Context: an optimization exercise on an open-source flow, tuned for small area, a short achievable clock period and few clock cycles. The choices shown serve that exercise and are no tape-out recipe.
At most, simulation tests tie the RTL to the original design; equivalence was not proved.
No driver is modelled on the clock port, so clocking that relies on it looks cheaper here than on a real chip.
No activity file was given, so power comes from the tool's default toggle rates.

Setup of 12-01:
==> flow/design.v <==
`timescale 1ns/10ps
module LBP ( clk, reset, gray_addr, gray_req, gray_ready, gray_data, lbp_addr, lbp_valid, lbp_data, finish);
input   	clk;
input   	reset;
output  [13:0] 	gray_addr;
output reg         	gray_req;
input   	gray_ready;
input   [7:0] 	gray_data;
output reg  [13:0] 	lbp_addr;
output reg  	lbp_valid;
output reg  [7:0] 	lbp_data;
output reg  	finish;
parameter K = 6;               
localparam H = K + 2;          
localparam JW = 3;                
reg [6:0] r, x;                
reg [JW-1:0] j;                
reg [7:0] sr [0:H];            
assign gray_addr = {r, x};
wire colend = (j == 0);
wire [6:0] r_down = r + 7'd1;
wire [6:0] r_top = r - (H-1);
wire [6:0] r_strip = {r[6:1], 1'b0};
always @(posedge clk or posedge reset) begin
    if (reset) begin
        r <= 7'd0;
        x <= 7'd0;
        j <= 0;
        gray_req <= 1'b0;
        lbp_valid <= 1'b0;
        finish <= 1'b0;
    end else begin
        gray_req <= 1'b1;
        if (colend) begin
            j <= H-1;
            x <= x - 7'd1;
            r <= (x == 7'd0) ? r_strip : r_top;
        end else begin
            j <= j - 1;
            r <= r_down;
        end
        lbp_valid <= (j <= H-3) | (r[6:1] == 6'd0);
        finish <= finish | (lbp_valid & (lbp_addr == {7'd126, 7'd1}));
    end
end
wire [7:0] c  = sr[H];
wire [1:0] rdl = {gray_data >= c, c >= gray_data};
wire [1:0] rlt = {sr[0] >= c, c >= sr[0]};
wire [1:0] rul = {sr[1] >= c, c >= sr[1]};
wire [1:0] rdn = {sr[H-1] >= c, c >= sr[H-1]};
reg [H:0]   d2;    
reg [H-1:0] d4;    
reg [H-2:0] d7;    
reg         d1;    
wire [7:0] code = {d7[H-2], rdn[1], rdl[1], d4[H-1], rlt[1], d2[H], d1, rul[1]};
wire zero = (r[6:1] == 6'd0) | (x[6:1] == 6'h3f);
integer i;
always @(posedge clk) begin
    sr[0] <= gray_data;
    for (i = 1; i <= H; i = i + 1)
        sr[i] <= sr[i-1];
    d2 <= {d2[H-1:0], rdl[0]};
    d4 <= {d4[H-2:0], rlt[0]};
    d7 <= {d7[H-3:0], rul[0]};
    d1 <= rdn[0];
    lbp_addr <= {r - 7'd1, x + 7'd1};
    lbp_data <= zero ? 8'd0 : code;
end
endmodule
==> flow/config.mk <==
export PLATFORM = sky130hd
export DESIGN_NAME = LBP
export DESIGN_NICKNAME = LBP
export VERILOG_FILES = /design/flow/design.v
export SDC_FILE = /design/flow/constraint.sdc
export NUM_CORES = 4
export LEC_CHECK = 0
export CAP_MARGIN = 20
export CORE_MARGIN = 2
export CORE_UTILIZATION = 60
export SETUP_SLACK_MARGIN = 2.3
export SLEW_MARGIN = 20
==> flow/constraint.sdc <==
create_clock -name core_clock -period 4.0 [get_ports {clk}]
set_input_delay 0.8000 -clock core_clock [delete_from_list [all_inputs] [get_ports {clk}]]
set_output_delay 0.8000 -clock core_clock [all_outputs]
set_load 0.01 [all_outputs]
standard.sh (not shown) runs the stock make flow with config.mk's settings and CLKGATE_MAP_FILE= SYNTH_SCRIPT=/design/flow/synth_recipe.tcl, a recipe that flattens the netlist after the stock synthesis.
==> flow/flow/run.sh <==
#!/bin/bash
# Standard layout, with the port buffers given as one buffer cell and the
# clock tree built without dummy loads. make's output goes to make.log here.
set -euo pipefail
export BUFFER_PORTS_ARGS="-buffer_cell sky130_fd_sc_hd__buf_2"
export CTS_ARGS="-sink_clustering_enable -repair_clock_nets -dont_use_dummy_load -buf_list sky130_fd_sc_hd__clkbuf_8 -root_buf sky130_fd_sc_hd__clkbuf_16"
bash standard.sh > make.log 2>&1
12-01 did not stop at any stage, and its layout met the timing, design-rule and antenna checks.
Testbench counts of 12-01, summed over its fixed seeds: cycles 387,126.
Setup changes, 12-01 to 08-06
# 12-01
export LEC_CHECK = 0
export CAP_MARGIN = 20
export CORE_MARGIN = 2
export CORE_UTILIZATION = 60
export SETUP_SLACK_MARGIN = 2.3
export SLEW_MARGIN = 20
create_clock -name core_clock -period 4.0 [get_ports {clk}]
# 08-06
export LEC_CHECK = 0
export CAP_MARGIN = 20
export CORE_MARGIN = 2
export CORE_UTILIZATION = 60
export SETUP_SLACK_MARGIN = 2.4
export SLEW_MARGIN = 20
create_clock -name core_clock -period 4.0 [get_ports {clk}]
### Flow results
08-06 leaves less setup margin than 12-01.
08-06 ends up with a logic gate share of total power that is 0.4 points higher than in 12-01.
In 08-06 the sequential share of layout area turned out 1.7 points lower than in 12-01.

* * *

LBP, a different RTL version from the one above (not shown whole).
Size: ~140 flip-flops, roughly 4600 sq um of cells after synthesis.
==> flow/config.mk <==
export PLATFORM = sky130hd
export DESIGN_NAME = LBP
export DESIGN_NICKNAME = LBP
export VERILOG_FILES = /design/flow/design.v
export SDC_FILE = /design/flow/constraint.sdc
export NUM_CORES = 4
export LEC_CHECK = 0
export CAP_MARGIN = 20
export CORE_MARGIN = 2
export CORE_UTILIZATION = 60
export PLACE_DENSITY = 0.8
export SETUP_SLACK_MARGIN = 2.4
export SLEW_MARGIN = 20
==> flow/constraint.sdc <==
create_clock -name core_clock -period 4.0 [get_ports {clk}]
set_input_delay 0.8000 -clock core_clock [delete_from_list [all_inputs] [get_ports {clk}]]
set_output_delay 0.8000 -clock core_clock [all_outputs]
set_load 0.01 [all_outputs]
==> flow/flow/run.sh <==
#!/bin/bash
# Standard layout, with the port buffers given as one buffer cell and the
# clock tree built by flow/clock_tree.tcl in place of TritonCTS's.
# make's output goes to make.log here; ORFS's per-step logs stay in orfs/logs.
set -euo pipefail
export BUFFER_PORTS_ARGS="-buffer_cell sky130_fd_sc_hd__buf_2"
export PRE_CTS_TCL="$PWD/flow/clock_tree.tcl"
export FLOW_TREE_NB=4
export FLOW_TREE_CELL=sky130_fd_sc_hd__clkbuf_16
bash standard.sh > make.log 2>&1
Other scripts of this flow, unchanged in this note and not shown: flow/flow/clock_tree.tcl
Then changed:
Settings changed: SETUP_SLACK_MARGIN 2.4 to 2.35.
The changed run completed with no timing, DRC or antenna violations.
Power hardly moves.
Worst setup slack gains 0.0040 ns.
Via count shrinks by 1.2%.
Worst hold slack barely changes.
Wire length went down by about 6%.
Die area does not change.
Area after synthesis is unchanged.
Cell count drops by about 2%.
Utilization falls by 2.1 points.
Final area fell by about 3%.
Then changed:
Settings changed: SETUP_SLACK_MARGIN 2.35 to 2.3.
=>
- The changed run finished clean
- final cell count decreases by 2.7%
- routed wire length shrinks by 5.0%
- design area drops by 2.4%
- clock skew is about the same
- power stays flat
- utilization decreases by 1.7 points
- global-route usage stays flat
- worst setup slack hardly moves
- via count shrinks by 3.1%
No functional check of the RTL was part of any run of this note.

* * *

== oak ==
Another version of the RTL of LBP (not shown whole).
Size: ~370 cells after synthesis, ~140 flip-flops, ~50 I/O pins, roughly 4600 sq um of cells after synthesis.
Design LBP, start of the top module:
module LBP ( clk, reset, gray_addr, gray_req, gray_ready, gray_data, lbp_addr, lbp_valid, lbp_data, finish);
export LEC_CHECK = 0
export CAP_MARGIN = 20
export CORE_MARGIN = 2
export CORE_UTILIZATION = 60
export SETUP_SLACK_MARGIN = 2.0
export SLEW_MARGIN = 20
create_clock -name core_clock -period 4.0 [get_ports {clk}]
Scripts as last shown in full above: flow/flow/run.sh
Other scripts of this flow, unchanged in this note and not shown: flow/flow/clock_tree.tcl
Testbench counts of oak, summed over its fixed seeds: cycles 387,126.
### oak -> pine
Settings: swapping 2.0 for 2.2 in SETUP_SLACK_MARGIN.
==> summary.txt <==
- pine reached the end of the flow, and the finished layout is clean on the timing, design-rule and antenna checks.
- Design area: pine vs oak, no meaningful difference
- As far as flip-flop and latch count is concerned, pine and oak perform about the same.
- Taking oak as the reference point, the highest achievable clock rate of pine rises by 0.013 GHz.
- Between pine and oak, the total length of routed wires does not differ in any meaningful way.
- Origin of the worst setup path: x[0] -> oak, r[2] -> pine
- Status: relative contribution of the clock network to total power parity (oak, pine)

* * *

== v4 ==
LBP, a different RTL version from the one above (not shown whole).
Size: about 140 flip-flops, about 50 I/O pins.
export LEC_CHECK = 0
export CAP_MARGIN = 20
export CORE_MARGIN = 2
export CORE_UTILIZATION = 40
export SETUP_SLACK_MARGIN = 2.1
export SLEW_MARGIN = 20
create_clock -name core_clock -period 4.0 [get_ports {clk}]
==> flow/flow/run.sh <==
#!/bin/bash
# Standard layout, with the port buffers given as one buffer cell and the
# clock tree built without dummy loads. make's output goes to make.log here.
set -euo pipefail
export BUFFER_PORTS_ARGS="-buffer_cell sky130_fd_sc_hd__buf_2"
export CTS_ARGS="-sink_clustering_enable -repair_clock_nets -dont_use_dummy_load -buf_list sky130_fd_sc_hd__clkbuf_8 -sink_clustering_size 30 -sink_clustering_max_diameter 200"
bash standard.sh > make.log 2>&1
v4: PASS, flow complete, no timing, DRC or antenna violations
The following lists how v36 was set up differently from v4:
==> flow/run.sh (new file) <==
#!/bin/bash
# synth_recipe.tcl (not shown) runs the flow's synth.tcl, then flattens the netlist and writes it again
# the make line also repeats each setting of config.mk as NAME=value (left out here)
make -C /OpenROAD-flow-scripts/flow DESIGN_CONFIG=/design/flow/config.mk WORK_HOME=/design/flow/orfs CLKGATE_MAP_FILE= SYNTH_SCRIPT=/design/flow/synth_recipe.tcl finish
removed: flow/flow/run.sh
removed: flow/standard.sh
[summary]
v36 finished every step from synthesis to the final layout, and the layout passed the timing, design-rule and antenna checks.
The ratio of total power to cell area in v36 was higher than what v4 gave.
The lower core utilization came out of v4.
[compare] base=v4 new=v36: routed wire length saw an increase, worst setup slack did not really move.
Clock latency on the worst-skew pair (higher): v4
The post-route cell area in v36 is 1.13 times that in v4.
For v49, these inputs were changed with respect to v36:
# v36
export LEC_CHECK = 0
export CAP_MARGIN = 20
export CORE_MARGIN = 2
export CORE_UTILIZATION = 40
export SETUP_SLACK_MARGIN = 2.1
export SLEW_MARGIN = 20
create_clock -name core_clock -period 4.0 [get_ports {clk}]
# v49
export LEC_CHECK = 0
export CAP_MARGIN = 20
export CORE_MARGIN = 2
export CORE_UTILIZATION = 40
export SETUP_SLACK_MARGIN = 2.7
export SLEW_MARGIN = 20
create_clock -name core_clock -period 4.0 [get_ports {clk}]
Notes after the runs:
- v49 against v36: global routing usage summed across all routing layers went up 0.98 points; worst setup timing slack at the placement stage climbed 0.018 ns; peak per-stage delay on the critical path saw an increase; power share of the clock group fell 0.9 points.
- Compared with v36, v49 shows multi-input logic portion of the cell area higher by 1.9 points.
- Delta (v49 minus v36): final core area utilization rose by 6.7 points; final wirelength moved up; arrival time of the worst setup path roughly the same; first-pass GRT wire length picked up an extra 6.9%.
- Total vias in the final route in v49 is 163 higher than in v36
- Final area in v49 is about 12% above v36.
> inputs changed (v49 -> v38)
# v49
export LEC_CHECK = 0
export CAP_MARGIN = 20
export CORE_MARGIN = 2
export CORE_UTILIZATION = 40
export SETUP_SLACK_MARGIN = 2.7
export SLEW_MARGIN = 20
create_clock -name core_clock -period 4.0 [get_ports {clk}]
# v38
export LEC_CHECK = 0
export CAP_MARGIN = 20
export CORE_MARGIN = 2
export CORE_UTILIZATION = 40
export SETUP_SLACK_MARGIN = 1.8
export SLEW_MARGIN = 20
create_clock -name core_clock -period 4.0 [get_ports {clk}]
v49 closes out successfully: all stages finished, all timing, DRC and antenna checks passed.
v38 finished all stages; the layout is clean.
Between v49 and v38, share of total power in combinational logic decreased.
What v38 reported for detailed-routed wire length on met2 has to be multiplied by 1.20 to get the figure for v49.
Summary of the comparison: sequential share of cell area is higher in v38, relative to v49.
Changes observed in v38 relative to v49: final total power shows a reduction of 0.30%, total length of routed wires lower, setup slack at placement fell by 0.018 ns, post-layout instance area fell 740 µm², layout overhead on the synthesized area now smaller.
Violation count after the first detailed-routing iteration ends up higher on v38.
No run of this note included a check of the RTL's function; only the layout flow was run.

-- afterwards: timing with drivers on the ports --
Ports are ideal in the flow. The routed layouts listed here were re-timed in OpenROAD. Step 1: set_driving_cell puts a clkbuf_16 on clk and a buf_2 on each other input, an assumption about the parent block. Step 2, shift: input delay + t, output delay - t, t = (earliest + latest rising clock arrival at the registers) / 2. This alone moves slack from input paths to output paths. Three values: ideal ports, drivers, drivers and shift; two values: the first two.
run | t (ns) | slack for setup (ns) | hold WS [ns] | clock arrival spread, ns | worst data-port slew with drivers (ns)
12-01 | 0.380 | 2.309 / 2.275 / 2.015 | 0.313 / 0.313 / 0.313 | 0.021 / 0.021 | 0.03
08-06 | 0.383 | 2.279 / 2.244 / 2.011 | 0.307 / 0.307 / 0.307 | 0.040 / 0.040 | 0.04
the first run of note 2 | 0.249 | 2.336 / 2.260 / 2.270 | 0.326 / 0.327 / 0.327 | 0.019 / 0.019 | 0.04
the second run of note 2 | 0.249 | 2.340 / 2.265 / 2.266 | 0.327 / 0.327 / 0.327 | 0.018 / 0.017 | 0.04
the third run of note 2 | 0.249 | 2.343 / 2.267 / 2.280 | 0.330 / 0.330 / 0.330 | 0.014 / 0.014 | 0.04
oak | 0.249 | 2.265 / 2.190 / 2.239 | 0.330 / 0.330 / 0.330 | 0.010 / 0.009 | 0.03
pine | 0.249 | 2.303 / 2.228 / 2.239 | 0.330 / 0.330 / 0.330 | 0.010 / 0.010 | 0.03
v4 | 0.448 | 2.131 / 2.096 / 1.875 | 0.309 / 0.309 / 0.309 | 0.034 / 0.034 | 0.03
v36 | 0.442 | 2.131 / 2.094 / 1.777 | 0.320 / 0.320 / 0.320 | 0.007 / 0.007 | 0.03
v49 | 0.443 | 2.136 / 2.098 / 1.900 | 0.318 / 0.318 / 0.318 | 0.014 / 0.014 | 0.05
v38 | 0.441 | 1.834 / 1.797 / 1.487 | 0.322 / 0.322 / 0.322 | 0.009 / 0.009 | 0.03
After both steps setup and hold are still met in every run listed. The setup slack of v36, which loses most, moves by -0.037 ns with the drivers and by -0.354 ns with both steps.
